What follows belongs to an exercise in optimizing a design on an open flow for small area and a short achievable clock period; a production flow would make more cautious choices. Function was checked by simulation only, so behaviour that the tests miss may differ from the original. No activity file was given, so power comes from the tool's default toggle rates.

==> flow/design.v <==
module ALU( op_i, funct_i, shamt_i, imm_i, rs_n_i, rt_n_i, result_o, slt_o, rt_o, use_rt_o );
input  [5:0]  op_i;
input  [5:0]  funct_i;
input  [4:0]  shamt_i;
input  [15:0] imm_i;
input  [31:0] rs_n_i;      
input  [31:0] rt_n_i;      
output [31:0] result_o;
output        slt_o;
output [31:0] rt_o;
output        use_rt_o;
wire [31:0] rs_i = ~rs_n_i;
wire [31:0] rt_i = ~rt_n_i;
wire r    = op_i == 6'b000000;
wire addi = op_i == 6'b001000;
wire lw   = op_i == 6'b100011;
wire sw   = op_i == 6'b101011;
wire beq  = op_i == 6'b000100;
wire bne  = op_i == 6'b000101;
wire blt  = op_i == 6'b000110;
wire bgez = op_i == 6'b000001;
wire jr   = r & (funct_i == 6'b001000);
wire rr   = r & ~jr;
reg [3:0] aop;
always @(*) begin
  if (addi | lw | sw) aop = 4'b0010;
  else if (beq)       aop = 4'b0110;
  else if (bne)       aop = 4'b0111;
  else if (rr) begin
    case (funct_i)
      6'b100000: aop = 4'b0010;
      6'b100010: aop = 4'b0110;
      6'b100100: aop = 4'b0000;
      6'b100101: aop = 4'b0001;
      6'b100111: aop = 4'b1100;
      6'b101010: aop = 4'b0111;
      6'b000000: aop = 4'b0001;
      6'b000010: aop = 4'b0000;
      6'b000100: aop = 4'b0011;
      6'b000110: aop = 4'b0010;
      default:   aop = 4'b0000;
    endcase
  end
  else aop = 4'b0000;
end
wire imm_src = addi | lw | sw;
wire [31:0] b = imm_src ? {{16{imm_i[15]}}, imm_i} : bgez ? 32'd0 : rt_i;
wire [31:0] y   = b ^ {32{aop[2]}};
wire [31:0] sum = rs_i + y + {31'd0, aop[2]};
wire sel_and = aop[1:0] == 2'b00 & ~aop[3];
wire sel_nor = aop[1:0] == 2'b00 &  aop[3];
wire sel_or  = aop[1:0] == 2'b01;
wire sel_sum = aop[1:0] == 2'b10;
wire sel_lt  = aop[1:0] == 2'b11;
wire [31:0] orv = rs_i | b;
wire [31:0] logic_v = ({32{sel_and}} & rs_i & b) | ({32{sel_or}} & orv) | ({32{sel_nor}} & ~orv);
assign result_o = logic_v | ({32{sel_sum | sel_lt}} & sum);
assign slt_o = sel_lt;
wire shift = rr & (funct_i == 6'b000000 || funct_i == 6'b000010);
wire left  = ~funct_i[1];
wire [31:0] rt_rev, sh_rev, sh;
genvar i;
generate
  for (i = 0; i < 32; i = i + 1) begin : rev
    assign rt_rev[i] = rt_i[31-i];
    assign sh_rev[i] = sh[31-i];
  end
endgenerate
assign sh = (left ? rt_rev : rt_i) >> shamt_i;
wire lui = ~(rr | addi | lw | sw | beq | bne | blt | bgez);    
assign rt_o = lui ? {imm_i, 16'd0} : shift ? (left ? sh_rev : sh) : rt_i;
assign use_rt_o = lui | shift;
endmodule
module Adder( a, b, c, s );
parameter W = 16;
parameter L = 4;        
input  [W-1:0] a;
input  [W-1:0] b;
input          c;
output [W-1:0] s;
wire [W-1:0] g0 = a & b;
wire [W-1:0] p0 = a ^ b;
wire [W-1:0] G [0:2*L-1];
wire [W-1:0] P [0:2*L-1];
assign G[0] = {g0[W-1:1], g0[0] | (p0[0] & c)};
assign P[0] = p0;
genvar l, i;
generate
  for (l = 0; l < L; l = l + 1) begin : up
    for (i = 0; i < W; i = i + 1) begin : bt
      if ((i % (1 << (l+1))) == (1 << (l+1)) - 1) begin : op
        assign G[l+1][i] = G[l][i] | (P[l][i] & G[l][i - (1<<l)]);
        assign P[l+1][i] = P[l][i] & P[l][i - (1<<l)];
      end else begin : pass
        assign G[l+1][i] = G[l][i];
        assign P[l+1][i] = P[l][i];
      end
    end
  end
  for (l = L-1; l > 0; l = l - 1) begin : dn
    for (i = 0; i < W; i = i + 1) begin : bt
      if ((i % (1 << l)) == (1 << (l-1)) - 1 && i >= (1 << l)) begin : op
        assign G[2*L-l][i] = G[2*L-1-l][i] | (P[2*L-1-l][i] & G[2*L-1-l][i - (1<<(l-1))]);
        assign P[2*L-l][i] = P[2*L-1-l][i] & P[2*L-1-l][i - (1<<(l-1))];
      end else begin : pass
        assign G[2*L-l][i] = G[2*L-1-l][i];
        assign P[2*L-l][i] = P[2*L-1-l][i];
      end
    end
  end
endgenerate
assign s = p0 ^ {G[2*L-1][W-2:0], c};
endmodule
module aoi222( a, b, c, d, e, f, y );
input  a, b, c, d, e, f;
output y;
assign y = ~((a & b) | (c & d) | (e & f));
endmodule
module aoi22( a, b, c, d, y );
input  a, b, c, d;
output y;
assign y = ~((a & b) | (c & d));
endmodule
module rfmux32( d, s, yn );
input  [31:0] d;
input  [31:0] s;
output        yn;
wire   [10:0] n;
genvar i;
generate
  for (i = 0; i < 10; i = i + 1) begin : g
    aoi222 u( .a(d[3*i]), .b(s[3*i]), .c(d[3*i+1]), .d(s[3*i+1]), .e(d[3*i+2]), .f(s[3*i+2]), .y(n[i]) );
  end
endgenerate
aoi22 u10( .a(d[30]), .b(s[30]), .c(d[31]), .d(s[31]), .y(n[10]) );
assign yn = &n;
endmodule
module Reg_File( q, sel, data_n );
input  [1023:0] q;
input  [31:0]   sel;
output [31:0]   data_n;
genvar b, i;
generate
  for (b = 0; b < 32; b = b + 1) begin : bits
    wire [31:0] d;
    for (i = 0; i < 32; i = i + 1) begin : regs
      assign d[i] = q[32*i+b];
    end
    rfmux32 m( .d(d), .s(sel), .yn(data_n[b]) );
  end
endgenerate
endmodule
module Pipeline_CPU( clk_i, rst_n, imem_addr_o, imem_data_i,
                     dmem_addr_o, dmem_wdata_o, dmem_we_o, dmem_re_o, dmem_rdata_i );
input         clk_i;
input         rst_n;
output [31:0] imem_addr_o;
input  [31:0] imem_data_i;
output [31:0] dmem_addr_o;
output [31:0] dmem_wdata_o;
output        dmem_we_o;
output        dmem_re_o;
input  [31:0] dmem_rdata_i;
reg  [31:2] pc;
reg  [31:2] mem_target;
wire        pcsrc;
wire [31:2] pc4 = pc + 30'd1;
always @(posedge clk_i)
  if (!rst_n) pc <= 30'd0;
  else        pc <= pcsrc ? mem_target : pc4;
assign imem_addr_o = {pc, 2'b00};
reg [31:0] id_intr;
reg [31:2] id_pc4;
always @(posedge clk_i)
  if (!rst_n) begin
    id_intr <= 32'd0;
    id_pc4  <= 30'd0;
  end else begin
    id_intr <= imem_data_i;
    id_pc4  <= pc4;
  end
wire d_r   = id_intr[31:26] == 6'b000000;
wire d_jal = id_intr[31:26] == 6'b000011;
wire [4:0] d_wr = d_r ? id_intr[15:11] : d_jal ? 5'd31 : id_intr[20:16];
reg [31:26] ex_op;
reg [15:0]  ex_f;
reg [31:0]  ex_rs_sel, ex_rt_sel;
reg [4:0]   ex_wr;
reg [31:2]  ex_pc4;
always @(posedge clk_i) begin
  if (!rst_n) ex_op <= 6'b000010;
  else        ex_op <= id_intr[31:26];
  ex_f      <= id_intr[15:0];
  ex_rs_sel <= 32'd1 << id_intr[25:21];
  ex_rt_sel <= 32'd1 << id_intr[20:16];
  ex_wr     <= d_wr;
  ex_pc4    <= id_pc4;
end
reg         wb_regwrite;
reg  [4:0]  wb_wr;
reg  [31:0] wb_data;
reg         rf_rst;
always @(posedge clk_i) rf_rst <= ~rst_n;
wire [31:0]   rf_wd = rf_rst ? 32'd0 : wb_data;
wire [1023:0] rf_q;
genvar g;
generate
  for (g = 0; g < 32; g = g + 1) begin : rf
    reg [31:0] r;
    wire we = rf_rst | (wb_regwrite & (wb_wr == g));
    always @(posedge clk_i)
      if (we) r <= (g == 29) ? {rf_wd[31:8], rf_wd[7] | rf_rst, rf_wd[6:0]} : rf_wd;
    assign rf_q[32*g+31:32*g] = r;
  end
endgenerate
wire [15:0] ex_imm  = ex_f[15:0];
wire e_r    = ex_op == 6'b000000;
wire e_lw   = ex_op == 6'b100011;
wire e_sw   = ex_op == 6'b101011;
wire e_beq  = ex_op == 6'b000100;
wire e_bne  = ex_op == 6'b000101;
wire e_j    = ex_op == 6'b000010;
wire e_blt  = ex_op == 6'b000110;
wire e_bgez = ex_op == 6'b000001;
wire e_jr   = e_r & (ex_f[5:0] == 6'b001000);
wire e_branch = e_beq | e_bne | e_blt | e_bgez;
wire e_regwrite = ~(e_sw | e_beq | e_bne | e_j | e_jr | e_blt | e_bgez);
wire [31:0] rs_n, rt_n;
Reg_File RS( .q(rf_q), .sel(ex_rs_sel), .data_n(rs_n) );
Reg_File RT( .q(rf_q), .sel(ex_rt_sel), .data_n(rt_n) );
wire [31:0] e_result, e_rt;
wire        e_use_rt, e_slt;
ALU ALU1(
  .op_i(ex_op), .funct_i(ex_f[5:0]), .shamt_i(ex_f[10:6]), .imm_i(ex_imm),
  .rs_n_i(rs_n), .rt_n_i(rt_n), .result_o(e_result), .slt_o(e_slt), .rt_o(e_rt), .use_rt_o(e_use_rt)
);
wire [1:0] e_bt = e_bne ? 2'd1 : e_blt ? 2'd2 : e_bgez ? 2'd3 : 2'd0;
wire [17:2] t_lo;
wire        t_c;
Adder #(.W(16), .L(4)) BA( .a(ex_pc4[17:2]), .b(ex_imm), .c(1'b0), .s(t_lo) );
assign t_c = (ex_pc4[17] & ex_imm[15]) | ((ex_pc4[17] | ex_imm[15]) & ~t_lo[17]);
wire        t_en = t_c ^ ex_imm[15];
wire [31:18] t_q = ex_pc4[31:18] ^ {14{ex_imm[15]}};
wire [31:18] t_run;                        
assign t_run[18] = 1'b1;
genvar ti;
generate
  for (ti = 19; ti < 32; ti = ti + 1) begin : tr
    assign t_run[ti] = t_run[ti-1] & t_q[ti-1];
  end
endgenerate
wire [31:2] e_target = {ex_pc4[31:18] ^ ({14{t_en}} & t_run), t_lo};
reg        mem_re, mem_we, mem_regwrite, mem_ld, mem_use_rt, mem_slt;
reg [1:0]  mem_bt;
reg [4:0]  mem_wr;
reg [31:0] mem_result, mem_rt;
always @(posedge clk_i) begin
  if (!rst_n) begin
    mem_re <= 1'b0;
    mem_we <= 1'b0;
    mem_regwrite <= 1'b0;
  end else begin
    mem_re <= e_lw;
    mem_we <= e_sw;
    mem_regwrite <= e_regwrite;
  end
  mem_ld     <= e_lw;
  mem_use_rt <= e_use_rt;
  mem_slt    <= e_slt;
  mem_bt     <= e_bt;
  mem_wr     <= ex_wr;
  mem_result <= e_result;
  mem_rt     <= e_rt;
  mem_target <= e_target;
end
wire [31:0] mem_alu  = mem_slt ? {31'd0, mem_result[31]} : mem_result;
wire        mem_zero = ~|mem_alu;
reg  mem_cond;
always @(*) begin
  case (mem_bt)
    2'd0: mem_cond = mem_zero;
    2'd1: mem_cond = ~mem_zero;
    2'd2: mem_cond = mem_alu[0];
    default: mem_cond = ~mem_alu[0];
  endcase
end
assign pcsrc = e_branch & mem_cond;
assign dmem_addr_o  = mem_result;
assign dmem_wdata_o = mem_rt;
assign dmem_re_o    = mem_re;
assign dmem_we_o    = mem_we;
always @(posedge clk_i) begin
  if (!rst_n) wb_regwrite <= 1'b0;
  else        wb_regwrite <= mem_regwrite;
  wb_wr   <= mem_wr;
  wb_data <= mem_ld ? dmem_rdata_i : mem_use_rt ? mem_rt : mem_alu;
end
endmodule
==> flow/flow/run.sh <==
#!/bin/bash
# Layout flow: the standard flow (standard.sh, ORFS) with two changes:
#  - ports are buffered with buf_2 instead of the delay cell buffer_ports picks
#  - repair_timing aims for a larger setup margin, so the resizer works on the
#    paths that set the achieved clock period
# ORFS writes each step's full log under orfs/logs/; make's own output goes to
# flow_make.log.
set -euo pipefail
bash standard.sh \
  "BUFFER_PORTS_ARGS=-buffer_cell sky130_fd_sc_hd__buf_2" \
  SETUP_SLACK_MARGIN=14.8 \
  finish > flow_make.log 2>&1
==> flow/standard.sh <==
#!/bin/bash
# synth_recipe.tcl (not shown) runs the flow's synth.tcl, then flattens the netlist and writes it again
# the make line also repeats each setting of config.mk as NAME=value (left out here)
make -C /OpenROAD-flow-scripts/flow DESIGN_CONFIG=/design/flow/config.mk WORK_HOME=/design/flow/orfs CLKGATE_MAP_FILE= SYNTH_SCRIPT=/design/flow/synth_recipe.tcl "${@:-finish}"
==> flow/config.mk <==
export PLATFORM = sky130hd
export DESIGN_NAME = Pipeline_CPU
export DESIGN_NICKNAME = Pipeline_CPU
export VERILOG_FILES = /design/flow/design.v
export SDC_FILE = /design/flow/constraint.sdc
export NUM_CORES = 8
export LEC_CHECK = 0
export CAP_MARGIN = 20
export CORE_MARGIN = 2
export CORE_UTILIZATION = 55
export CTS_BUF_LIST = sky130_fd_sc_hd__clkbuf_16
export CTS_CLUSTER_DIAMETER = 80
export CTS_CLUSTER_SIZE = 20
export SLEW_MARGIN = 20
export SYNTH_HIERARCHICAL = 1
==> flow/constraint.sdc <==
create_clock -name core_clock -period 20.0 [get_ports {clk_i}]
set_input_delay 4.0000 -clock core_clock [delete_from_list [all_inputs] [get_ports {clk_i}]]
set_output_delay 4.0000 -clock core_clock [all_outputs]
set_load 0.01 [all_outputs]
==> summary.md, run 1 <==
| Metric | Value |
|---|---|
| Top Family by Delay on Critical Path | flip-flops |
| Layout Nets | 4,540 |
| Ys Warns | 9 |
| EDFF count, synth | between 1,000 and 1,500 |
| Kind of critical path | flip-flop to output port |
| Total Power | around 6.3 mW |
| Starting Density | a little under three fifths |
| Leak | 23.0 nW |
| WP buf/inv | 1 |
| 1st-iter DRT viols | a little under 10,000 |
| Initial antenna violation count | 8 |
| DP Area | ~61,000 um^2 |
| Most instantiated cells after synthesis | edfxtp_1, a222oi_1, dfxtp_1 |
| Hold Crit Class | flip-flop to flip-flop |
| Seq cells post-synth | 1,383 |
| Worst slew pin tran | between 1 and 1.5 ns |
| DRC viols | 0 |
| CTS Hold Bufs | 0 |
| Global-route wire length before repair | approximately 300,000 um |
| Highest clock rate | between 150 and 200 MHz |
| Gate Count Post-Synth | a little over 4,000 |
| Final setup vio count | 0 |
| CTS Buf Count | 80 |
| Reg clk slew, reported paths | 0.09 ns |
| Area leader, netlist | edfxtp_1 |
| H-tree depth | 3 |
| Min Clock Period, post-route | 5.20 ns |
| RePlAce Congestion | 0.969 |
| Cell area after layout | ~65,000 um^2 |
| Worst IR Drop VDD | roughly 0.09 mV |
| Final Skew | 0.0314 ns |
| DR pass1 iterations | 13 |
| Status | complete, no violations |
| Type of origin of the critical path | flip-flop |
| Final hold viol count | 0 |
| RSZ-0062 raised after global routing | yes |
| Chip width | between 300 and 400 um |
| Pin count of the biggest net entering global routing | slightly above 70 |
| Cell Area, Synth | 57,800 um^2 |
| Slowest Stage Delay on Critical Path | around 0.40 ns |
| Critical Path RT | ~16 ns |
| CTS tree | done |
| Port Buffers | around 160 |
| Avg Cell Area, Syn | 14.2 um^2 |
| Grt ovf | 0 |
| Worst setup EP type | output port |
| CTS sink count | ~1,400 |
| Routed Antenna Nets | 0 |
| Synth unique cells | 89 |
| Clk buf depth | 3 |
| Slew Viols, Final | 0 |
| Most common cell in the netlist | edfxtp_1 |
| Top cells by area, synth | edfxtp_1, dfxtp_1, a222oi_1, o21ai_0, nand4_1 |
| IO Count | roughly 160 |
| Final core utilization | 62.5% |
| Most frequently used flop master after synthesis | edfxtp_1 |
| Via Count | around 44,000 |
| Die ar. | around 110,000 um^2 |
| Yosys top cell area share | between 50 and 60% |
| Root buffer cell | clkbuf_16 |
| Cell Pwr Density | about 97 nW/um^2 |
| Critical path fanouts, max | 2 |
| Rows | roughly 120 |
| Critical-path cell list | buf_6 |
| Core ar. | 104,000 um^2 |
| Critical path's slowest cell | dfxtp_4 |
| Via/cell ratio | roughly 7.5 |
| Synth-to-Final Area Change | 12.4% |
| Number of global-route vias before repair | around 42,000 |
| Clk Latency, worst-skew pair | 0.70 ns |
| Critical path arrival | around 1.2 ns |
| Fin cells | ~5,900 |
| Share of cells above drive strength 1 | 19.9% |
| Placed insts | around 5,600 |
| GRT Overall Usage | roughly two fifths |
| Asr flop ratio synth | 0% |
| Fin crit share | approximately a quarter |
| Setup tns final | 0 ns |
| Worst rel slew slack | 21.2% |
| DP Wirelength | roughly 130,000 um |
| Wire per inst | about 37 um |
| Sequential-to-total area share from yosys stat | around 66% |
| Final WL | 216,000 um |
| Max-cap violations | 0 |
| Die extent in y | roughly 330 um |
cells by family after synthesis:
logic type / share of synthesized area, %
AO/OA/AOI/OAI: 18.4
XOR/XNOR: 1.61
adder cells (fa/ha/maj): 1.28
buffers and inverters: 1.41
flip-flops: 65.6
multiplexers: 2.18
other: 0.00649
AND/OR/NAND/NOR: 9.50
state kept, by name (all words and copies together) (netlist names), 2 cells and up:
| name | flops |
|---|---|
| rf.r | 1024 |
| ex_rs_sel | 32 |
| ex_rt_sel | 32 |
| id_intr | 32 |
| mem_result | 32 |
| mem_rt | 32 |
| wb_data | 32 |
| ex_pc4 | 30 |
| id_pc4 | 30 |
| mem_target | 30 |
| pc | 30 |
| ex_f | 16 |
| ex_op | 6 |
| ex_wr | 5 |
| mem_wr | 5 |
| wb_wr | 5 |
| mem_bt | 2 |
layer usage:
| layer | track usage, % | vias to the layer above | share of wire, % |
|---|---|---|---|
| met5 | 0 | - | 0.012 |
| met2 | 57.2 | 3507 | 43 |
| met1 | 53.0 | 21729 | 36 |
| met4 | 21.9 | 4 | 6.5 |
| li1 | - | 18243 | - |
| met3 | 10.8 | 609 | 14 |
metrics by stage:
stage               hold slack, ns  worst slack (ns)
floorplan                    0.310             15.08
global placement             0.310             13.99
detailed placement           0.312             13.98
CTS                          0.329             14.77
global route                 0.335             14.71
finish                       0.327             14.80
timing repair:
action                                  CTS  global route
pin swaps                                 0            11
endpoints found under the setup margin  105            75
buffers inserted                         57            13
resized for setup                       184            52
worst reg2reg max path: cells and delay by family (launching register included):
kind | cells | cell delay, ns
AO/OA/AOI/OAI | 6 | 1.73
XOR/XNOR | 1 | 0.14
adder cells (fa/ha/maj) | 1 | 0.42
buffers and inverters | 1 | 0.31
flip-flops | 1 | 0.47
AND/OR/NAND/NOR | 6 | 1.91
cell type report:
cell class | instances | area, um^2
antenna | 5 | 12.5
timing repair buffer | 389 | 2970
fill | 8016 | 38900
clock buffer | 80 | 2000
clock inverter | 54 | 314
sequential | 1383 | 38200
multi-input combinational | 2497 | 19500
inverter | 70 | 263
tap | 1380 | 1730
power by group:
part / leakage, nW / internal, mW / switching [mW] / total [mW]
Sequential: 13.5 / 3.39 / 0.164 / 3.55
Clock: 1.30 / 0.760 / 0.939 / 1.70
Combinational: 8.16 / 0.332 / 0.696 / 1.03
Total: 23.0 / 4.48 / 1.80 / 6.28
Yosys stat by module (local to each module, per instance), excerpt:
module | cell area, um^2 | copies in the design | flip-flops and latches | cells inside
Pipeline_CPU | 41800 | 1 | 1383 | 2062
ALU | 6420 | 1 | 0 | 997
aoi22 | 12.5 | 64 | 0 | 1
aoi222 | 10.0 | 640 | 0 | 1
rfmux32 | 27.5 | 64 | 0 | 4
path summary, 6_finish.rpt:
path	start	to	slack, ns	depth (start not counted)
worst max-delay path	mem_result[31]	dmem_addr_o[31]	14.80	1
worst min-delay path	id_intr[1]	ex_f[1]	0.33	0
worst max register to register	ex_rt_sel[3]	mem_result[29]	14.93	15
worst min register to register	id_intr[1]	ex_f[1]	0.33	0
cells in the final DEF, fill, tap and decap left out, drive strengths merged, types with 11 or more instances in the layout:
cell type  netlist  layout
clkbuf         113      81
mux2i           44      44
a222oi         640     640
nand4          143     143
nor2b           43      43
mux4            30      30
xnor2           65      65
mux2            12      12
a21oi          127     127
and2            59      59
dfxtp          359     359
a21o            13      13
o21ai          210     210
and3            14      14
a22oi           95      95
nor4            25      25
nand3          106     106
o221ai          19      19
xor2            41      41
ha              43      43
nor2           198     198
a211oi          19      19
or3             27      27
buf             23     388
edfxtp        1024    1024
o211ai          23      23
nand2          179     179
or2             11      11
nor3           136     136
o31ai           16      16
nand2b          19      19
inv             69     117
==> run 2: changes to the inputs <==
--- a/flow/design.v
+++ b/flow/design.v
@@ -117,9 +117,4 @@
 assign y = ~((a & b) | (c & d) | (e & f));
 endmodule
-module aoi22( a, b, c, d, y );
-input  a, b, c, d;
-output y;
-assign y = ~((a & b) | (c & d));
-endmodule
 module rfmux32( d, s, yn );
 input  [31:0] d;
@@ -133,5 +128,5 @@
   end
 endgenerate
-aoi22 u10( .a(d[30]), .b(s[30]), .c(d[31]), .d(s[31]), .y(n[10]) );
+assign n[10] = ~((d[30] & s[30]) | (d[31] & s[31]));
 assign yn = &n;
 endmodule
@@ -202,5 +197,5 @@
 reg         rf_rst;
 always @(posedge clk_i) rf_rst <= ~rst_n;
-wire [31:0]   rf_wd = rf_rst ? 32'd0 : wb_data;
+wire [31:0]   rf_wd = wb_data;
 wire [1023:0] rf_q;
 genvar g;
@@ -294,5 +289,6 @@
   else        wb_regwrite <= mem_regwrite;
   wb_wr   <= mem_wr;
-  wb_data <= mem_ld ? dmem_rdata_i : mem_use_rt ? mem_rt : mem_alu;
-end
-endmodule
+  if (!rst_n) wb_data <= 32'd0;
+  else        wb_data <= mem_ld ? dmem_rdata_i : mem_use_rt ? mem_rt : mem_alu;
+end
+endmodule
--- a/flow/config.mk
+++ b/flow/config.mk
@@ -8,5 +8,5 @@
 export CAP_MARGIN = 20
 export CORE_MARGIN = 2
-export CORE_UTILIZATION = 55
+export CORE_UTILIZATION = 72
 export CTS_BUF_LIST = sky130_fd_sc_hd__clkbuf_16
 export CTS_CLUSTER_DIAMETER = 80
==> summary.md, run 2 <==
| Metric | Value |
|---|---|
| Status | complete, no violations |
| Yosys top cell area share | 53.5% (+0.28 points) |
| WL met3 | 40,200 um (+30%) |
| Slowest Stage Delay on Critical Path | 0.37 ns (-0.03 ns) |
| Root buffer cell | clkbuf_16 |
| GRT Overall Usage | 48.4% (+9.2 points) |
| Reg clk slew, reported paths | 0.08 ns (about the same) |
| Final hold viol count | 0 (unchanged) |
| Critical-path cell list | buf_2 |
| Via Count | 45,685 (+3.6%) |
| Clk Latency, worst-skew pair | 0.71 ns (about the same) |
| Top cells by area, synth | edfxtp_1, dfxtp_1, a222oi_1, nor2_1, nand4_1 |
| CTS Hold Bufs | 0 (unchanged) |
| Sequential-to-total area share from yosys stat | 66.0% (+0.34 points) |
| Max reg flops | 1,024 (unchanged) |
| Number of global-route vias before repair | 43,060 (+2.7%) |
| DRC viols | 0 (unchanged) |
| Rows | 103 (-13%) |
| Largest family of logic cells by synthesized area | compound AO/OA/AOI/OAI gates |
| Filler Cells Inserted | 4,406 (-45%) |
| RePlAce Congestion | 1.06 (+9.5%) |
| Routed Antenna Nets | 0 (unchanged) |
| Synth unique cells | 91 (+2.2%) |
| Cell Pwr Density | 97.4 nW/um^2 (+0.80%) |
| Top reg by flops | rf.r |
| Worst IR Drop VDD | 0.0947 mV (+3.3%) |
| Starting Density | 72.8% (+17 points) |
| Chip width | 287 um (-13%) |
| Final Skew | 0.0446 ns (+0.0132 ns) |
| Top routing layer in use | met5 |
| Initial antenna violation count | 6 (-2) |
| Synth Area in Compound Gates | 18.2% (-0.22 points) |
| H-tree depth | 3 (unchanged) |
| Final setup vio count | 0 (unchanged) |
| Post-Synth Simple-Gate Area | 9.37% (-0.13 points) |
| Gate Count Post-Synth | 4,091 (+0.17%) |
| Via/cell ratio | 8.30 (+10%) |
| Share of cells above drive strength 1 | 16.8% (-3.1 points) |
| Most frequently used flop master after synthesis | edfxtp_1 |
| IO Count | 164 (unchanged) |
| DR pass1 iterations | 22 (+9) |
| Hold Crit Class | flip-flop to flip-flop |
| Critical path arrival | 1.20 ns (about the same) |
| Ys Warns | 9 (unchanged) |
| Type of origin of the critical path | flip-flop |
| Synth Area in XOR/XNOR | 1.61% (+0.0084 points) |
| Pin count of the biggest net entering global routing | 72 (+1.4%) |
| Slew Viols, Final | 0 (unchanged) |
| Top Family by Delay on Critical Path | flip-flops |
| Clk buf depth | 3 (unchanged) |
| Leak | 23.2 nW (+0.70%) |
| Most instantiated cells after synthesis | edfxtp_1, a222oi_1, dfxtp_1 |
| Commonest cells after routing, fill and taps aside | edfxtp_1, a222oi_1, dfxtp_1 |
| Post-synthesis adder-cell area fraction | 1.28% (+0.0067 points) |
| Setup tns final | 0 ns (unchanged) |
| Most common cell after layout, fill and taps aside | edfxtp_1 |
| CTS sink count | 1,383 (unchanged) |
| Avg Cell Area, Syn | 14.1 um^2 (-0.69%) |
| Worst rel slew slack | 13.0% (-8.2 points) |
| Worst hold stages | 0 (unchanged) |
| Worst setup EP type | output port |
| Cell count along the critical path | 1 (unchanged) |
| WP buf/inv | 1 (unchanged) |
| Multiplexer share of the synthesized area | 2.13% (-0.050 points) |
| Critical path fanouts, max | 2 (unchanged) |
| Critical Path RT | 16.00 ns (about the same) |
| Max-cap violations | 0 (unchanged) |
| Area leader, netlist | edfxtp_1 |
| Critical path's slowest cell | dfxtp_1 |
| Final WL | 204,000 um (-5.5%) |
| DP Wirelength | 120,000 um (-7.0%) |
| Highest clock rate | 192 MHz (about the same) |
| Worst reg2reg path depth | 14 (-1) |
| Wire per inst | 37.1 um (+0.56%) |
| Cell Area, Synth | 57,500 um^2 (-0.52%) |
| Most common cell in the netlist | edfxtp_1 |
| Seq cells post-synth | 1,383 (unchanged) |
| Kind of critical path | flip-flop to output port |
| Worst slew pin tran | 1.29 ns (+0.112 ns) |
| Total Power | 6.22 mW (-0.91%) |
| Fin crit share | 26.0% (about the same) |
| CTS Buf Count | 81 (+1.3%) |
| Layout Nets | 4,546 (+0.13%) |
| Die extent in y | 287 um (-13%) |
| Length of routed wiring on met1 | 62,900 um (-20%) |
| EDFF count, synth | 1,024 (unchanged) |
| CTS tree | done |
| RSZ-0062 raised after global routing | yes |
| Min Clock Period, post-route | 5.20 ns (+0.00240 ns) |
| Die ar. | 82,100 um^2 (-24%) |
| 1st-iter DRT viols | 11,995 (+22%) |
| Core ar. | 79,000 um^2 (-24%) |
| Synth-to-Final Area Change | 11.1% |
| Port Buffers | 161 (unchanged) |
| Grt ovf | 0 (unchanged) |
| Global-route wire length before repair | 284,000 um (-4.8%) |
| Met2 Wirelength | 84,000 um (-9.6%) |
| Asr flop ratio synth | 0% (unchanged) |
-- run 2: layer usage --
metal / up-vias / global-route usage [%]
li1: 18213 / -
met4: 10 / 30.0
met2: 4954 / 67.9
met1: 21439 / 61.3
met3: 1069 / 22.1
met5: - / 0.872
-- run 2: per-stage QoR --
stage	cell area [um^2]	util, %	setup WS, ns	hold WS [ns]	instances
after CTS	63300	80.1	14.78	0.329	5465
final	63900	80.9	14.80	0.328	5505
after global placement	60500	76.6	14.32	0.310	5327
after floorplan	57500	-	14.99	0.310	4093
after global routing	63900	80.9	14.74	0.334	5503
after detailed placement	60500	76.6	14.29	0.312	5327
-- run 2: per-module statistics from Yosys, one instance, submodules excluded, excerpt --
module | flops+latches | cells inside
Pipeline_CPU | 1383 | 2069
rfmux32 | 0 | 5
aoi222 | 0 | 1
ALU | 0 | 997
-- run 2: report_power, final --
part	internal (mW)	switching, mW
sequential	3.38	0.166
combinational	0.319	0.672
clock	0.753	0.932
total	4.45	1.77
-- run 2: worst paths after layout --
kind                  from         endpoint  slack, ns
min reg2reg     id_intr[3]          ex_f[3]       0.33
min             id_intr[3]          ex_f[3]       0.33
max reg2reg  ex_rs_sel[27]   mem_result[24]      14.81
max              mem_rt[3]  dmem_wdata_o[3]      14.80
-- run 2: cell type report --
cell class                 instances  area (um^2)  area share (%)
sequential                      1383        38100            59.7
multi-input combinational       2501        19200            30.0
timing repair buffer             389         2730            4.28
clock buffer                      82         2050            3.21
tap                             1050         1310            2.06
inverter                          71          267           0.417
clock inverter                    27          246           0.386
antenna                            2         5.00         0.00783
-- run 2: cells by family after synthesis --
family          after synthesis
flops                      1383
compound gates             1263
simple gates                993
buf+inv                     209
xor+xnor                    106
mux                          83
fa+ha+maj                    53
other cells                   1
-- run 2: timing repair --
| item | in CTS | in global routing |
|---|---|---|
| setup endpoints to repair | 73 | 67 |
| gates resized for setup | 109 | 59 |
| cloned | 0 | 0 |
| pin swaps | 0 | 20 |
| buffers inserted | 29 | 35 |
==> run 3: changes to the inputs <==
--- a/flow/design.v
+++ b/flow/design.v
@@ -47,5 +47,26 @@
 wire [31:0] b = imm_src ? {{16{imm_i[15]}}, imm_i} : bgez ? 32'd0 : rt_i;
 wire [31:0] y   = b ^ {32{aop[2]}};
-wire [31:0] sum = rs_i + y + {31'd0, aop[2]};
+wire [31:0] sum;
+wire [31:0] pg_g0 = rs_i & y;
+wire [31:0] pg_p0 = rs_i ^ y;
+wire [31:0] pg_G [0:5];
+wire [31:0] pg_P [0:5];
+assign pg_G[0] = {pg_g0[31:1], pg_g0[0] | (pg_p0[0] & aop[2])};
+assign pg_P[0] = pg_p0;
+genvar pl, pi;
+generate
+  for (pl = 0; pl < 5; pl = pl + 1) begin : skl
+    for (pi = 0; pi < 32; pi = pi + 1) begin : bt
+      if (((pi >> pl) & 1) == 1) begin : op
+        assign pg_G[pl+1][pi] = pg_G[pl][pi] | (pg_P[pl][pi] & pg_G[pl][((pi >> pl) << pl) - 1]);
+        assign pg_P[pl+1][pi] = pg_P[pl][pi] & pg_P[pl][((pi >> pl) << pl) - 1];
+      end else begin : pass
+        assign pg_G[pl+1][pi] = pg_G[pl][pi];
+        assign pg_P[pl+1][pi] = pg_P[pl][pi];
+      end
+    end
+  end
+endgenerate
+assign sum = pg_p0 ^ {pg_G[5][30:0], aop[2]};
 wire sel_and = aop[1:0] == 2'b00 & ~aop[3];
 wire sel_nor = aop[1:0] == 2'b00 &  aop[3];
@@ -117,4 +138,9 @@
 assign y = ~((a & b) | (c & d) | (e & f));
 endmodule
+module rfbit( we, we_n, wd, q, d );
+input  we, we_n, wd, q;
+output d;
+assign d = (we & wd) | (we_n & q);
+endmodule
 module rfmux32( d, s, yn );
 input  [31:0] d;
@@ -180,5 +206,5 @@
 reg [31:26] ex_op;
 reg [15:0]  ex_f;
-reg [31:0]  ex_rs_sel, ex_rt_sel;
+reg [4:0]   ex_rs_a, ex_rt_a;
 reg [4:0]   ex_wr;
 reg [31:2]  ex_pc4;
@@ -187,6 +213,6 @@
   else        ex_op <= id_intr[31:26];
   ex_f      <= id_intr[15:0];
-  ex_rs_sel <= 32'd1 << id_intr[25:21];
-  ex_rt_sel <= 32'd1 << id_intr[20:16];
+  ex_rs_a   <= id_intr[25:21];
+  ex_rt_a   <= id_intr[20:16];
   ex_wr     <= d_wr;
   ex_pc4    <= id_pc4;
@@ -199,11 +225,16 @@
 wire [31:0]   rf_wd = wb_data;
 wire [1023:0] rf_q;
-genvar g;
+genvar g, gb;
 generate
   for (g = 0; g < 32; g = g + 1) begin : rf
-    reg [31:0] r;
-    wire we = rf_rst | (wb_regwrite & (wb_wr == g));
-    always @(posedge clk_i)
-      if (we) r <= (g == 29) ? {rf_wd[31:8], rf_wd[7] | rf_rst, rf_wd[6:0]} : rf_wd;
+    reg  [31:0] r;
+    wire [31:0] d;
+    wire we   = rf_rst | (wb_regwrite & (wb_wr == g));
+    wire we_n = ~we;
+    wire [31:0] wd = (g == 29) ? {rf_wd[31:8], rf_wd[7] | rf_rst, rf_wd[6:0]} : rf_wd;
+    for (gb = 0; gb < 32; gb = gb + 1) begin : bits
+      rfbit u( .we(we), .we_n(we_n), .wd(wd[gb]), .q(r[gb]), .d(d[gb]) );
+    end
+    always @(posedge clk_i) r <= d;
     assign rf_q[32*g+31:32*g] = r;
   end
@@ -222,4 +253,6 @@
 wire e_regwrite = ~(e_sw | e_beq | e_bne | e_j | e_jr | e_blt | e_bgez);
 wire [31:0] rs_n, rt_n;
+wire [31:0] ex_rs_sel = 32'd1 << ex_rs_a;
+wire [31:0] ex_rt_sel = 32'd1 << ex_rt_a;
 Reg_File RS( .q(rf_q), .sel(ex_rs_sel), .data_n(rs_n) );
 Reg_File RT( .q(rf_q), .sel(ex_rt_sel), .data_n(rt_n) );
--- a/flow/config.mk
+++ b/flow/config.mk
@@ -8,5 +8,5 @@
 export CAP_MARGIN = 20
 export CORE_MARGIN = 2
-export CORE_UTILIZATION = 72
+export CORE_UTILIZATION = 65
 export CTS_BUF_LIST = sky130_fd_sc_hd__clkbuf_16
 export CTS_CLUSTER_DIAMETER = 80
==> summary.md, run 3 <==
| Metric | Value |
|---|---|
| CTS sink count | 1,329 (-3.9%) |
| Top Family by Delay on Critical Path | compound AO/OA/AOI/OAI gates |
| Hold Crit Class | flip-flop to flip-flop |
| Worst rel slew slack | 21.5% (+8.6 points) |
| Total Power | 5.11 mW (-18%) |
| DRC viols | 0 (unchanged) |
| Commonest cells after routing, fill and taps aside | dfxtp_1, a22o_1, a222oi_1 |
| Core ar. | 83,700 um^2 (+5.9%) |
| Max-cap violations | 0 (unchanged) |
| Critical path's slowest cell | nor4_4 |
| Most frequent CP cell | buf_4 |
| CTS Hold Bufs | 0 (unchanged) |
| Slack of the worst reg-to-reg path | 14.73 ns (-0.08 ns) |
| Clk Latency, worst-skew pair | 0.69 ns (-0.02 ns) |
| Ys Warns | 9 (unchanged) |
| Chip width | 295 um (+2.8%) |
| Gate Count Post-Synth | 4,876 (+19%) |
| Layout Nets | 5,365 (+18%) |
| Status | complete, no violations |
| Critical Path RT | 20.56 ns (+4.56 ns) |
| Wire per inst | 36.2 um (-2.3%) |
| Most common cell after layout, fill and taps aside | dfxtp_1 |
| RSZ-0062 raised after global routing | yes |
| Critical path arrival | 5.83 ns (+4.63 ns) |
| Final WL | 232,000 um (+13%) |
| Most common cell in the netlist | dfxtp_1 |
| Slowest Stage Delay on Critical Path | 0.74 ns (+0.37 ns) |
| Clk buf depth | 3 (unchanged) |
| CTS tree | done |
| IO Count | 164 (unchanged) |
| Grt ovf | 0 (unchanged) |
| Synth-to-Final Area Change | 11.9% |
| Final Skew | 0.0436 ns (-0.00102 ns) |
| Most frequently used flop master after synthesis | dfxtp_1 |
| Worst setup EP type | flip-flop |
| Number of global-route vias before repair | 49,420 (+15%) |
| CTS Buf Count | 76 (-6.2%) |
| Routed Antenna Nets | 0 (unchanged) |
| Rows | 106 (+2.9%) |
| Sequential-to-total area share from yosys stat | 48.5% (-18 points) |
| Reg clk slew, reported paths | 0.08 ns (about the same) |
| Highest clock rate | 190 MHz (-1.2%) |
| Yosys top cell area share | 48.5% (-5.0 points) |
| Kind of critical path | flip-flop to flip-flop |
| Most instantiated cells after synthesis | dfxtp_1, a22o_1, a222oi_1 |
| Via/cell ratio | 8.34 (+0.46%) |
| Area leader, netlist | dfxtp_1 |
| Synth unique cells | 83 (-8.8%) |
| Worst IR Drop VDD | 0.0833 mV (-12%) |
| Setup tns final | 0 ns (unchanged) |
| DP Area | 58,200 um^2 (-3.9%) |
| Starting Density | 65.6% (-7.2 points) |
| DP Wirelength | 140,000 um (+16%) |
| Critical path fanouts, max | 32 (+30) |
| GRT Overall Usage | 50.7% (+2.3 points) |
| Die extent in y | 295 um (+2.8%) |
| Type of origin of the critical path | flip-flop |
| Final core utilization | 73.4% (-7.5 points) |
| Die ar. | 86,800 um^2 (+5.7%) |
| Final setup vio count | 0 (unchanged) |
| H-tree depth | 3 (unchanged) |
| Global-route wire length before repair | 329,000 um (+16%) |
| Seq cells post-synth | 1,329 (-3.9%) |
| Avg Cell Area, Syn | 11.3 um^2 (-20%) |
| WP buf/inv | 4 (+3) |
| Slew Viols, Final | 0 (unchanged) |
| RePlAce Congestion | 1.04 (-1.9%) |
| Top cells by area, synth | dfxtp_1, a22o_1, a222oi_1, nand4_1, nor2_1 |
| Port Buffers | 161 (unchanged) |
| Fin crit share | 26.3% (+0.32 points) |
| Final hold viol count | 0 (unchanged) |
| Pin count of the biggest net entering global routing | 76 (+5.6%) |
| DR pass1 iterations | 23 (+4.5%) |
| Leak | 23.9 nW (+3.2%) |
| Critical-path cell list | nand2b_4 > buf_4 > nor2_2 > buf_4 > a222oi_1 > nand4_1 > nor4_4 > o21a_1 > xnor2_1 > ha_1 > a21o_1 > o21bai_1 > a21bo_2 > a21oi_1 > o21ai_2 > buf_4 > buf_4 > a31o_2 > a211oi_2 > o21ai_1 |
| Cell area after layout | 61,400 um^2 (-3.9%) |
| Cell Pwr Density | 83.2 nW/um^2 (-15%) |
| Share of cells above drive strength 1 | 16.1% (-0.65 points) |
| EDFF count, synth | 0 (-100%) |
| Asr flop ratio synth | 0% (unchanged) |
| Via Count | 53,298 (+17%) |
| Initial antenna violation count | 9 (+3) |
| Top reg by flops | rf.r |
| Root buffer cell | clkbuf_16 |
| Cell Area, Synth | 54,900 um^2 (-4.5%) |
| Min Clock Period, post-route | 5.27 ns (+0.0632 ns) |
| Worst slew pin tran | 1.18 ns (-0.118 ns) |
| 1st-iter DRT viols | 12,860 (+7.2%) |
| Max reg flops | 1,024 (unchanged) |
run 3: changes by cell type after synthesis, moves of 51 or more:
cell      change
edfxtp_1   -1024
a22o_1     +1024
dfxtp_1     +970
nand2_1      -51
o21ai_0      -67
a21oi_1      -64
run 3: worst paths after layout:
check                           startpoint  depth (start not counted)        endpoint
worst max register to register  ex_rt_a[1]                         20  mem_result[29]
worst min register to register  id_intr[7]                          0         ex_f[7]
worst min-delay path            id_intr[7]                          0         ex_f[7]
worst max-delay path            ex_rt_a[1]                         20  mem_result[29]
run 3: report_power, final:
part / switching (mW) / leakage (nW) / internal (mW)
Sequential: 0.125 / 10.8 / 2.78
Clock: 0.897 / 1.03 / 0.705
Combinational: 0.398 / 12.0 / 0.206
Total: 1.42 / 23.9 / 3.69
run 3: what timing repair did:
| item | 4_1_cts | 5_1_grt |
|---|---|---|
| setup endpoints to repair | 78 | 61 |
| endpoints found under the hold margin | 0 | 0 |
| pin swaps | 22 | 60 |
| resized for setup | 129 | 82 |
| setup buffers | 27 | 38 |
run 3: worst register-to-register path, stage by stage (launching register included):
cell      delay (ns)
dfxtp_2         0.41
nand2b_4        0.24
buf_4           0.14
nor2_2          0.03
buf_4           0.32
a222oi_1        0.52
nand4_1         0.46
nor4_4          0.75
o21a_1          0.30
xnor2_1         0.09
ha_1            0.23
a21o_1          0.22
o21bai_1        0.18
a21bo_2         0.20
a21oi_1         0.17
o21ai_2         0.08
buf_4           0.17
buf_4           0.14
a31o_2          0.24
a211oi_2        0.20
o21ai_1         0.09
run 3: Yosys stat by module (local to each module, per instance), a selection:
module	cell area (um^2)	cells inside
Pipeline_CPU	30600	2002
ALU	5960	825
rfmux32	37.5	5
aoi222	10.0	1
rfbit	8.76	1
run 3: per-stage QoR:
stage / setup slack, ns / hold WS [ns] / cells
detailed placement: 13.86 / 0.312 / 6234
finish: 14.73 / 0.323 / 6393
floorplan: 14.97 / 0.310 / 4878
global route: 14.71 / 0.332 / 6389
global placement: 14.04 / 0.310 / 6234
CTS: 14.79 / 0.325 / 6350
run 3: per-layer routing:
metal	part of all wire, %	wire length [um]	GRT usage [%]	vias up
li1	-	-	-	21584
met2	39	89400	68.8	5130
met3	18	40500	21.9	1417
met5	0.15	354	2.78	-
met4	10	23200	40.0	12
met1	34	78000	62.2	25155
run 3: layout make-up:
class                      instances  area (um^2)
tap                             1134         1420
inverter                          92          345
fill                            5942        22300
antenna                            5         12.5
timing repair buffer             405         2760
clock buffer                      78         1950
clock inverter                    11          124
sequential                      1329        26800
multi-input combinational       3339        28000
run 3: logic make-up after synthesis:
| group | Yosys count | synth area share (%) |
|---|---|---|
| DFF | 1329 | 48.5 |
| other | 1 | 0.00683 |
| adders and majority gates | 56 | 1.47 |
| and+or+nand+nor | 866 | 8.85 |
| muxes | 135 | 3.53 |
| buffers and inverters | 210 | 1.60 |
| xor gates and xnor gates | 101 | 1.62 |
| AOI/OAI and AO/OA | 2178 | 34.5 |
==> run 4: changes to the inputs <==
--- a/flow/flow/run.sh
+++ b/flow/flow/run.sh
@@ -9,4 +9,4 @@
 bash standard.sh \
   "BUFFER_PORTS_ARGS=-buffer_cell sky130_fd_sc_hd__buf_2" \
-  SETUP_SLACK_MARGIN=14.8 \
+  SETUP_SLACK_MARGIN=14.9 \
   finish > flow_make.log 2>&1
==> summary.md, run 4 <==
| Metric | Value |
|---|---|
| Status | complete, no violations |
| Fin crit share | 26.1% (-0.22 points) |
| Synth-to-Final Area Change | 14.1% |
| CTS sink count | 1,329 (unchanged) |
| Clk buf depth | 3 (unchanged) |
| Core ar. | 83,700 um^2 (unchanged) |
| Placed insts | 6,234 (unchanged) |
| DP Wirelength | 140,000 um (unchanged) |
| Chip width | 295 um (unchanged) |
| Slack of the worst reg-to-reg path | 14.82 ns (+0.09 ns) |
| Worst rel slew slack | 6.27% (-15 points) |
| Multiplexer share of the synthesized area | 3.53% (unchanged) |
| Filler Cells Inserted | 5,726 (-3.6%) |
| IO Count | 164 (unchanged) |
| Rows | 106 (unchanged) |
| Worst setup EP type | output port |
| Post-synthesis adder-cell area fraction | 1.47% (unchanged) |
| Most frequently used flop master after synthesis | dfxtp_1 |
| Cell Pwr Density | 82.1 nW/um^2 (-1.3%) |
| Highest clock rate | 191 MHz (+0.86%) |
| Pin count of the biggest net entering global routing | 76 (unchanged) |
| Area leader, netlist | dfxtp_1 |
| Most common cell after layout, fill and taps aside | dfxtp_1 |
| Hold Crit Class | flip-flop to flip-flop |
| Via/cell ratio | 8.35 (+0.17%) |
| Largest family of logic cells by synthesized area | compound AO/OA/AOI/OAI gates |
| Clk Latency, worst-skew pair | 0.69 ns (about the same) |
| Critical path arrival | 1.22 ns (-4.61 ns) |
| Worst IR Drop VDD | 0.0845 mV (+1.5%) |
| CTS Hold Bufs | 0 (unchanged) |
| Max reg flops | 1,024 (unchanged) |
| Final WL | 236,000 um (+1.9%) |
| Worst hold stages | 0 (unchanged) |
| Top reg by flops | rf.r |
| Die extent in y | 295 um (unchanged) |
| Layout Nets | 5,437 (+1.3%) |
| WP buf/inv | 1 (-3) |
| Port Buffers | 161 (unchanged) |
| Synth Area in XOR/XNOR | 1.62% (unchanged) |
| Kind of critical path | flip-flop to output port |
| Slew Viols, Final | 0 (unchanged) |
| RePlAce Congestion | 1.04 (unchanged) |
| 1st-iter DRT viols | 12,940 (+0.62%) |
| Yosys top cell area share | 48.5% (unchanged) |
| Critical Path RT | 16.00 ns (-4.56 ns) |
| CTS tree | done |
| GRT Overall Usage | 51.6% (+0.90 points) |
| Fin cells | 6,466 (+1.1%) |
| Most instantiated cells after synthesis | dfxtp_1, a22o_1, a222oi_1 |
| Final Skew | 0.0424 ns (-0.00123 ns) |
| Reg area | 26,800 um^2 (+0.23%) |
| Initial antenna violation count | 11 (+2) |
| Ys Warns | 9 (unchanged) |
| Synth Area in Compound Gates | 34.5% (unchanged) |
| Avg Cell Area, Syn | 11.3 um^2 (unchanged) |
| Slowest Stage Delay on Critical Path | 0.42 ns (-0.32 ns) |
| EDFF count, synth | 0 (unchanged) |
| Root buffer cell | clkbuf_16 |
| FF-to-FF End | mem_result[29] |
| Die ar. | 86,800 um^2 (unchanged) |
| Final worst slack | 14.78 ns (+0.0450 ns) |
| Routed Antenna Nets | 0 (unchanged) |
| Share of cells above drive strength 1 | 18.0% (+1.9 points) |
| Most common cell in the netlist | dfxtp_1 |
| RSZ-0062 raised after global routing | yes |
| Starting Density | 65.6% (unchanged) |
| Final setup vio count | 0 (unchanged) |
| Reg clk slew, reported paths | 0.09 ns (about the same) |
| HP Start | id_intr[21] |
| Min Clock Period, post-route | 5.22 ns (-0.0450 ns) |
| Wire per inst | 36.5 um (+0.73%) |
| Setup tns final | 0 ns (unchanged) |
| Leak | 24.4 nW (+2.0%) |
| DRC viols | 0 (unchanged) |
| Hold endpoint | ex_rs_a[0] |
| Asr flop ratio synth | 0% (unchanged) |
| DR pass1 iterations | 23 (unchanged) |
| H-tree depth | 3 (unchanged) |
| Critical path fanouts, max | 2 (-94%) |
| Reg2Reg Launch Point | ex_rt_a[0] |
| Worst slack at placement | 13.86 ns (unchanged) |
| Commonest cells after routing, fill and taps aside | dfxtp_1, a22o_1, a222oi_1 |
| Via Count | 54,000 (+1.3%) |
| Sequential-to-total area share from yosys stat | 48.5% (unchanged) |
| Multi-input gate area | 28,100 um^2 (about the same) |
| Top Family by Delay on Critical Path | flip-flops |
| Seq cells post-synth | 1,329 (unchanged) |
| Post-Synth Simple-Gate Area | 8.85% (unchanged) |
| Top cells by area, synth | dfxtp_1, a22o_1, a222oi_1, nand4_1, nor2_1 |
| Critical path's slowest cell | dfxtp_4 |
| Type of origin of the critical path | flip-flop |
| Cell Area, Synth | 54,900 um^2 (unchanged) |
| Final hold viol count | 0 (unchanged) |
| Gate Count Post-Synth | 4,876 (unchanged) |
| Critical-path cell list | buf_6 |
| Number of global-route vias before repair | 50,422 (+2.0%) |
| Max-cap violations | 0 (unchanged) |
| Synth unique cells | 83 (unchanged) |
| Worst slew pin tran | 1.39 ns (+0.217 ns) |
| Global-route wire length before repair | 335,000 um (+1.8%) |
| Grt ovf | 0 (unchanged) |
| Worst reg2reg path depth | 20 (unchanged) |
| CTS Buf Count | 76 (unchanged) |
[run 4: worst max-delay path by stage]
stage                   startpoint               to  cells past startpoint
floorplan               ex_rt_a[2]   mem_result[30]                     17
global placement        ex_rt_a[1]   mem_result[31]                     18
detailed placement      ex_rt_a[1]   mem_result[30]                     18
CTS                 mem_result[14]  dmem_addr_o[14]                      1
global route        mem_result[14]  dmem_addr_o[14]                      1
finish              mem_result[14]  dmem_addr_o[14]                      1
[run 4: cells by family after synthesis]
group / count (synthesis)
AOI/OAI and AO/OA: 2178
xor gates and xnor gates: 101
adders and majority gates: 56
buffers and inverters: 210
DFF: 1329
muxes: 135
other: 1
and+or+nand+nor: 866
[run 4: timing repair]
item | CTS | global route
setup buffers | 94 | 43
gates resized for setup | 289 | 82
setup endpoints to repair | 123 | 143
pin swaps | 33 | 70
[run 4: final cells by class]
| class | count | area share, % |
|---|---|---|
| Clock buffer | 78 | 3.12 |
| Tap cell | 1134 | 2.26 |
| Multi-Input combinational cell | 3339 | 44.8 |
| Inverter | 92 | 0.551 |
| Antenna cell | 6 | 0.0240 |
| Sequential cell | 1329 | 42.8 |
| Timing Repair Buffer | 477 | 6.21 |
| Clock inverter | 11 | 0.198 |
[run 4: report_power, final]
part | internal [mW] | total [mW] | leakage [nW] | switching [mW]
Combinational | 0.222 | 0.627 | 12.5 | 0.405
Sequential | 2.78 | 2.90 | 10.9 | 0.127
Clock | 0.706 | 1.61 | 1.03 | 0.906
[run 4: modules after synthesis, one instance, submodules excluded, excerpt]
module | times used | area (um^2)
Pipeline_CPU | 1 | 30600
ALU | 1 | 5960
rfmux32 | 64 | 37.5
aoi222 | 640 | 10.0
rfbit | 1024 | 8.76
[run 4: routing by layer]
layer | routed length (um) | share of wire (%) | track usage, %
met5 | 418 | 0.18 | 3.69
met1 | 79200 | 34 | 62.6
met2 | 92300 | 39 | 70.7
met3 | 41000 | 17 | 22.7
met4 | 22900 | 9.7 | 40.1
[run 4: metrics by stage]
step                utilization (%)  power [mW]  hold WS, ns  instance area [um^2]
floorplan                         -        3.25        0.310                 54900
global placement               69.5        3.49        0.310                 58200
detailed placement             69.5        3.50        0.312                 58200
CTS                            74.1        5.06        0.325                 62100
global route                   74.9        5.23        0.332                 62700
finish                         74.9        5.14        0.320                 62700
==> run 5: changes to the inputs <==
--- a/flow/flow/run.sh
+++ b/flow/flow/run.sh
@@ -9,4 +9,4 @@
 bash standard.sh \
   "BUFFER_PORTS_ARGS=-buffer_cell sky130_fd_sc_hd__buf_2" \
-  SETUP_SLACK_MARGIN=14.9 \
+  SETUP_SLACK_MARGIN=14.8 \
   finish > flow_make.log 2>&1
--- a/flow/config.mk
+++ b/flow/config.mk
@@ -8,5 +8,5 @@
 export CAP_MARGIN = 20
 export CORE_MARGIN = 2
-export CORE_UTILIZATION = 65
+export CORE_UTILIZATION = 55
 export CTS_BUF_LIST = sky130_fd_sc_hd__clkbuf_16
 export CTS_CLUSTER_DIAMETER = 80
==> summary.md, run 5 <==
| Metric | Value |
|---|---|
| Clk Latency, worst-skew pair | 0.72 ns (+0.03 ns) |
| Rows | 115 (+8.5%) |
| Avg Cell Area, Syn | 11.3 um^2 (unchanged) |
| Clk buf depth | 3 (unchanged) |
| Top cells by area, synth | dfxtp_1, a22o_1, a222oi_1, nand4_1, nor2_1 |
| DRC viols | 0 (unchanged) |
| Final Skew | 0.0493 ns (+0.00690 ns) |
| Most frequently used flop master after synthesis | dfxtp_1 |
| Slack of the worst reg-to-reg path | 14.64 ns (-0.18 ns) |
| Top reg by flops | rf.r |
| DP Wirelength | 147,000 um (+5.4%) |
| GRT Overall Usage | 44.6% (-7.0 points) |
| Highest clock rate | 187 MHz (-2.6%) |
| Top Family by Delay on Critical Path | compound AO/OA/AOI/OAI gates |
| Leak | 24.3 nW (-0.25%) |
| Reg area | 26,800 um^2 (about the same) |
| Ys Warns | 9 (unchanged) |
| Area leader, netlist | dfxtp_1 |
| Core ar. | 98,700 um^2 (+18%) |
| Worst rel slew slack | 17.5% (+11 points) |
| Setup tns final | 0 ns (unchanged) |
| Critical path's slowest cell | nand4_1 |
| Chip width | 320 um (+8.6%) |
| 1st-iter DRT viols | 12,292 (-5.0%) |
| Worst setup EP type | flip-flop |
| CTS sink count | 1,329 (unchanged) |
| Slew Viols, Final | 0 (unchanged) |
| Starting Density | 55.6% (-10 points) |
| Global-route wire length before repair | 341,000 um (+1.8%) |
| Reg clk slew, reported paths | 0.08 ns (about the same) |
| Type of origin of the critical path | flip-flop |
| Worst slew pin tran | 1.23 ns (-0.168 ns) |
| Max reg flops | 1,024 (unchanged) |
| Most common cell in the netlist | dfxtp_1 |
| Max-cap violations | 0 (unchanged) |
| IO Count | 164 (unchanged) |
| Met2 usage | 63.5% (-7.3 points) |
| Final hold viol count | 0 (unchanged) |
| Pin count of the biggest net entering global routing | 76 (unchanged) |
| WHS | 0.327 ns (+0.00707 ns) |
| Number of global-route vias before repair | 48,218 (-4.4%) |
| Synth-to-Final Area Change | 14.2% (about the same) |
| Yosys top cell area share | 48.5% (unchanged) |
| CTS Buf Count | 77 (+1.3%) |
| RePlAce Congestion | 1.02 (-2.2%) |
| Commonest cells after routing, fill and taps aside | dfxtp_1, a22o_1, a222oi_1 |
| CTS Hold Bufs | 0 (unchanged) |
| Initial antenna violation count | 9 (-2) |
| Critical path arrival | 5.89 ns (+4.67 ns) |
| RSZ-0062 raised after global routing | yes |
| Critical Path RT | 20.53 ns (+4.53 ns) |
| Grt met3 use | 14.5% (-8.2 points) |
| Filler Cells Inserted | 7,935 (+39%) |
| Seq cells post-synth | 1,329 (unchanged) |
| Min Clock Period, post-route | 5.36 ns (+0.138 ns) |
| GR peak layer | met2 |
| Final WL | 240,000 um (+1.8%) |
| Fin crit share | 26.8% (+0.69 points) |
| Synth unique cells | 83 (unchanged) |
| Cell Pwr Density | 82.0 nW/um^2 (about the same) |
| Gate Count Post-Synth | 4,876 (unchanged) |
| Hold Crit Class | flip-flop to flip-flop |
| Worst IR Drop VDD | 0.0645 mV (-24%) |
| Die extent in y | 320 um (+8.6%) |
| Via Count | 52,517 (-2.7%) |
| Port Buffers | 161 (unchanged) |
| EDFF count, synth | 0 (unchanged) |
| DR pass1 iterations | 20 (-13%) |
| Layout Nets | 5,426 (-0.20%) |
| Sequential-to-total area share from yosys stat | 48.5% (unchanged) |
| Wire per inst | 36.3 um (-0.40%) |
| Multi-input gate area | 28,200 um^2 (+0.54%) |
| Critical-path cell list | or3_1 > nor2_2 > buf_4 > a222oi_1 > nand4_1 > nor4_4 > inv_1 > ha_1 > o21a_1 > o211ai_1 > a311oi_4 > o211ai_1 > buf_4 > o21ai_2 > buf_6 > a311oi_4 > xor2_1 > o221ai_1 |
| Most instantiated cells after synthesis | dfxtp_1, a22o_1, a222oi_1 |
| Status | complete, no violations |
| Routed Antenna Nets | 0 (unchanged) |
| Root buffer cell | clkbuf_16 |
| Final setup vio count | 0 (unchanged) |
| Via/cell ratio | 7.95 (-4.9%) |
| Grt ovf | 0 (unchanged) |
| Slowest Stage Delay on Critical Path | 0.63 ns (+0.21 ns) |
| Asr flop ratio synth | 0% (unchanged) |
| Share of cells above drive strength 1 | 17.7% (-0.35 points) |
| Die ar. | 102,000 um^2 (+18%) |
| WP buf/inv | 4 (+3) |
| CTS tree | done |
| Critical path fanouts, max | 32 (+30) |
| Cell Area, Synth | 54,900 um^2 (unchanged) |
| H-tree depth | 3 (unchanged) |
| Met1 Use GR | 57.5% (-5.1 points) |
| Kind of critical path | flip-flop to flip-flop |
| Most common cell after layout, fill and taps aside | dfxtp_1 |
==> run 5: metal layers <==
metal	part of all wire, %	up-vias
met1	37	25320
met4	8.2	8
met5	0.038	-
met2	41	4497
li1	-	21697
met3	14	995
==> run 5: cell type report <==
cell class	instances	area share, %
clock buffers	78	3.11
diodes	6	0.0239
well taps	1287	2.57
clock inverters	14	0.241
multi-input cells	3339	45.0
flip-flops and latches	1329	42.8
inverters	92	0.551
repair buffers	465	5.71
==> run 5: repair_timing <==
item                       CTS  global route
setup endpoints to repair  108            65
pin swaps                   24            62
gates cloned                 0             3
resized for setup          207           105
buffers inserted            75            34
==> run 5: Yosys stat by module, one instance, submodules excluded, excerpt <==
module | times used | flops+latches | cells inside
rfbit | 1024 | 0 | 1
Pipeline_CPU | 1 | 1329 | 2002
rfmux32 | 64 | 0 | 5
aoi222 | 640 | 0 | 1
ALU | 1 | 0 | 825
==> run 5: stage by stage <==
stage	util, %	total power [mW]	instance area (um^2)	std cells	setup WS, ns
2_1_floorplan	-	3.25	54900	4878	14.97
3_3_place_gp	59.3	3.50	58500	6400	14.02
3_5_place_dp	59.3	3.51	58500	6400	13.85
4_1_cts	62.7	5.09	61900	6567	14.76
5_1_grt	63.5	5.27	62700	6605	14.60
6_report	63.5	5.14	62700	6610	14.64
==> run 5: cells by family (layout without fill, tap and decap cells) <==
group	Yosys count	count (layout)	synth area share (%)
compound gates	2178	2178	34.5
flops	1329	1329	48.5
simple gates	866	866	8.85
buf+inv	210	649	1.60
mux	135	135	3.53
xor+xnor	101	101	1.62
fa+ha+maj	56	56	1.47
other cells	1	9	0.00683
==> run 5: final timing paths <==
| check | depth (start not counted) | end | from |
|---|---|---|---|
| worst max-delay path | 18 | mem_result[30] | ex_rs_a[3] |
| worst min-delay path | 0 | ex_f[9] | id_intr[9] |
| worst max register to register | 18 | mem_result[30] | ex_rs_a[3] |
| worst min register to register | 0 | ex_f[9] | id_intr[9] |
==> run 5: power breakdown <==
group | internal, mW | switching (mW) | leakage, nW
Clock | 0.709 | 0.914 | 1.04
Sequential | 2.78 | 0.118 | 10.9
Combinational | 0.216 | 0.410 | 12.4
==> run 6: changes to the inputs <==
--- a/flow/design.v
+++ b/flow/design.v
@@ -206,5 +206,5 @@
 reg [31:26] ex_op;
 reg [15:0]  ex_f;
-reg [4:0]   ex_rs_a, ex_rt_a;
+reg [31:0]  ex_rs_sel, ex_rt_sel;    
 reg [4:0]   ex_wr;
 reg [31:2]  ex_pc4;
@@ -213,6 +213,6 @@
   else        ex_op <= id_intr[31:26];
   ex_f      <= id_intr[15:0];
-  ex_rs_a   <= id_intr[25:21];
-  ex_rt_a   <= id_intr[20:16];
+  ex_rs_sel <= 32'd1 << id_intr[25:21];
+  ex_rt_sel <= 32'd1 << id_intr[20:16];
   ex_wr     <= d_wr;
   ex_pc4    <= id_pc4;
@@ -253,6 +253,4 @@
 wire e_regwrite = ~(e_sw | e_beq | e_bne | e_j | e_jr | e_blt | e_bgez);
 wire [31:0] rs_n, rt_n;
-wire [31:0] ex_rs_sel = 32'd1 << ex_rs_a;
-wire [31:0] ex_rt_sel = 32'd1 << ex_rt_a;
 Reg_File RS( .q(rf_q), .sel(ex_rs_sel), .data_n(rs_n) );
 Reg_File RT( .q(rf_q), .sel(ex_rt_sel), .data_n(rt_n) );
--- a/flow/config.mk
+++ b/flow/config.mk
@@ -8,5 +8,5 @@
 export CAP_MARGIN = 20
 export CORE_MARGIN = 2
-export CORE_UTILIZATION = 55
+export CORE_UTILIZATION = 65
 export CTS_BUF_LIST = sky130_fd_sc_hd__clkbuf_16
 export CTS_CLUSTER_DIAMETER = 80
==> summary.md, run 6 <==
| Metric | Value |
|---|---|
| Yosys top cell area share | 49.6% (+1.1 points) |
| Reg area | 27,900 um^2 (+4.1%) |
| CTS tree | done |
| Synth unique cells | 84 (+1.2%) |
| Global-route wire length before repair | 337,000 um (-1.2%) |
| Starting Density | 65.6% (+10 points) |
| Die ar. | 88,300 um^2 (-14%) |
| Type of origin of the critical path | flip-flop |
| IO Count | 164 (unchanged) |
| Area leader, netlist | dfxtp_1 |
| Port Buffers | 161 (unchanged) |
| Number of global-route vias before repair | 50,367 (+4.5%) |
| Commonest cells after routing, fill and taps aside | dfxtp_1, a22o_1, a222oi_1 |
| Synth-to-Final Area Change | 11.5% |
| Leak | 24.1 nW (-1.0%) |
| Initial antenna violation count | 1 (-8) |
| DR pass1 iterations | 15 (-25%) |
| Pin count of the biggest net entering global routing | 71 (-6.6%) |
| CTS sink count | 1,383 (+4.1%) |
| Fin crit share | 26.1% (-0.71 points) |
| Critical path fanouts, max | 32 (unchanged) |
| Gate Count Post-Synth | 4,967 (+1.9%) |
| Most instantiated cells after synthesis | dfxtp_1, a22o_1, a222oi_1 |
| Routed Antenna Nets | 0 (unchanged) |
| Highest clock rate | 192 MHz (+2.7%) |
| Top cells by area, synth | dfxtp_1, a22o_1, a222oi_1, nand4_1, nor4_2 |
| Worst slew pin tran | 1.23 ns (+0.00245 ns) |
| WHS | 0.326 ns (-0.00109 ns) |
| Chip width | 297 um (-7.1%) |
| RePlAce Congestion | 1.04 (+1.9%) |
| Final WL | 234,000 um (-2.5%) |
| Most common cell in the netlist | dfxtp_1 |
| Setup tns final | 0 ns (unchanged) |
| CTS Buf Count | 79 (+2.6%) |
| Filler Cells Inserted | 6,133 (-23%) |
| Max reg flops | 1,024 (unchanged) |
| EDFF count, synth | 0 (unchanged) |
| DP Wirelength | 143,000 um (-2.6%) |
| Status | complete, no violations |
| H-tree depth | 3 (unchanged) |
| Grt ovf | 0 (unchanged) |
| DRC viols | 0 (unchanged) |
| Final hold viol count | 0 (unchanged) |
| GRT Overall Usage | 50.4% (+5.8 points) |
| Wire per inst | 36.1 um (-0.64%) |
| Final Skew | 0.0359 ns (-0.0134 ns) |
| Max-cap violations | 0 (unchanged) |
| Seq cells post-synth | 1,383 (+4.1%) |
| Clk buf depth | 3 (unchanged) |
| Die extent in y | 297 um (-7.1%) |
| Worst IR Drop VDD | 0.0883 mV (+37%) |
| Multi-input gate area | 27,500 um^2 (-2.5%) |
| Most frequently used flop master after synthesis | dfxtp_1 |
| Top reg by flops | rf.r |
| Avg Cell Area, Syn | 11.2 um^2 (-0.11%) |
| Total Power | 5.29 mW (+2.9%) |
| Share of cells above drive strength 1 | 14.3% (-3.4 points) |
| Clk Latency, worst-skew pair | 0.70 ns (-0.02 ns) |
| RSZ-0062 raised after global routing | yes |
| Layout Nets | 5,455 (+0.53%) |
| Min Clock Period, post-route | 5.22 ns (-0.142 ns) |
| Root buffer cell | clkbuf_16 |
| Asr flop ratio synth | 0% (unchanged) |
| Worst rel slew slack | 17.4% (-0.17 points) |
| CTS Hold Bufs | 0 (unchanged) |
| Core ar. | 85,100 um^2 (-14%) |
| Most common cell after layout, fill and taps aside | dfxtp_1 |
| Rows | 107 (-7.0%) |
| Sequential-to-total area share from yosys stat | 49.6% (+1.1 points) |
| Reg clk slew, reported paths | 0.08 ns (about the same) |
| Worst setup EP type | flip-flop |
| Slew Viols, Final | 0 (unchanged) |
| Critical path arrival | 5.66 ns (-0.23 ns) |
| Via Count | 53,977 (+2.8%) |
| Critical Path RT | 20.44 ns (-0.09 ns) |
| Cell Pwr Density | 85.0 nW/um^2 (+3.6%) |
| Ys Warns | 9 (unchanged) |
| Final setup vio count | 0 (unchanged) |
| Kind of critical path | flip-flop to flip-flop |
| Hold Crit Class | flip-flop to flip-flop |
| Via/cell ratio | 8.32 (+4.7%) |
| 1st-iter DRT viols | 12,744 (+3.7%) |
| Cell Area, Synth | 55,900 um^2 (+1.8%) |
run 6: cell count changes in the layout (fill, tap and decap cells not counted), moves of 14 or more:
| cell | delta |
|---|---|
| and2_1 | -15 |
| xnor2_1 | +20 |
| nor3_1 | +31 |
| buf_6 | -14 |
| xor2_1 | -16 |
| o21ai_0 | +17 |
| nor2_1 | +50 |
| a21oi_1 | +25 |
| buf_4 | -36 |
| dfxtp_1 | +52 |
| nor2_2 | -41 |
| mux2_4 | -28 |
| nor2_4 | -24 |
run 6: report_power, final:
part           total [mW]  internal [mW]  switching, mW
Clock                1.66          0.739          0.924
Sequential           3.02           2.89          0.133
Combinational       0.608          0.211          0.396
Total                5.29           3.84           1.45
run 6: kinds of logic (layout without fill, tap and decap cells):
logic type | after synthesis | in the layout | synth area share [%]
AOI/OAI and AO/OA | 2213 | 2213 | 34.2
xor gates and xnor gates | 104 | 104 | 1.63
adders and majority gates | 56 | 56 | 1.44
buffers and inverters | 218 | 590 | 1.61
DFF | 1383 | 1383 | 49.6
muxes | 107 | 107 | 2.72
other | 1 | 4 | 0.00671
and+or+nand+nor | 885 | 885 | 8.84
run 6: through the flow:
stage | instance area, um^2 | util [%] | std cells | worst slack, ns
floorplan | 55900 | - | 4969 | 15.15
global placement | 59000 | 69.3 | 6336 | 14.11
detailed placement | 59000 | 69.3 | 6336 | 14.06
CTS | 62000 | 72.9 | 6470 | 14.78
global route | 62300 | 73.2 | 6486 | 14.78
finish | 62300 | 73.2 | 6486 | 14.78
run 6: timing repair:
item                       4_1_cts  5_1_grt
pin swaps                        2       21
setup endpoints to repair       97       61
resized for setup              177       38
setup buffers                   45       15
run 6: per-module statistics from Yosys, one instance, submodules excluded, excerpt:
| module | times used | flip-flops and latches | area (um^2) |
|---|---|---|---|
| rfmux32 | 64 | 0 | 37.5 |
| aoi222 | 640 | 0 | 10.0 |
| Pipeline_CPU | 1 | 1383 | 31600 |
| ALU | 1 | 0 | 5940 |
| rfbit | 1024 | 0 | 8.76 |
run 6: worst paths after layout:
check	start	cells after the start	endpoint	slack, ns
setup / recovery	ex_rt_sel[21]	12	mem_rt[29]	14.78
hold / removal	id_intr[1]	0	ex_f[1]	0.33
setup reg to reg	ex_rt_sel[21]	12	mem_rt[29]	14.78
hold reg to reg	id_intr[1]	0	ex_f[1]	0.33
run 6: cell type report:
| cell class | count | area share, % |
|---|---|---|
| Antenna cell | 1 | 0.00402 |
| Clock buffer | 81 | 3.25 |
| Clock inverter | 8 | 0.161 |
| Inverter | 91 | 0.548 |
| Multi-Input combinational cell | 3368 | 44.2 |
| Sequential cell | 1383 | 44.8 |
| Tap cell | 1144 | 2.30 |
| Timing Repair Buffer | 410 | 4.74 |
run 6: metal layers:
layer	share of wire [%]	track usage, %	up-vias
met5	0.061	1.19	-
met4	9.6	37.1	2
met3	17	19.9	1327
met2	40	70.4	5214
met1	34	62.6	25565
li1	-	-	21869
run 6: worst max-delay path: stages (launching register included):
cell	delay, ns
dfxtp_1	0.31
buf_4	0.27
a222oi_1	0.63
nand4_1	0.64
nor4_2	1.05
mux4_2	0.50
or2_2	0.26
mux4_2	0.33
nor2_1	0.05
a21oi_1	0.36
o22ai_1	0.13
nand2_1	0.10
o311ai_1	0.27

Check on run 6: ideal ports give 14.781 ns setup slack; a clkbuf_16 on the clock port and buf_2 on the inputs give 14.709 ns; moving port delays by the midpoint clock arrival (0.763 ns) as well gives 14.239 ns.
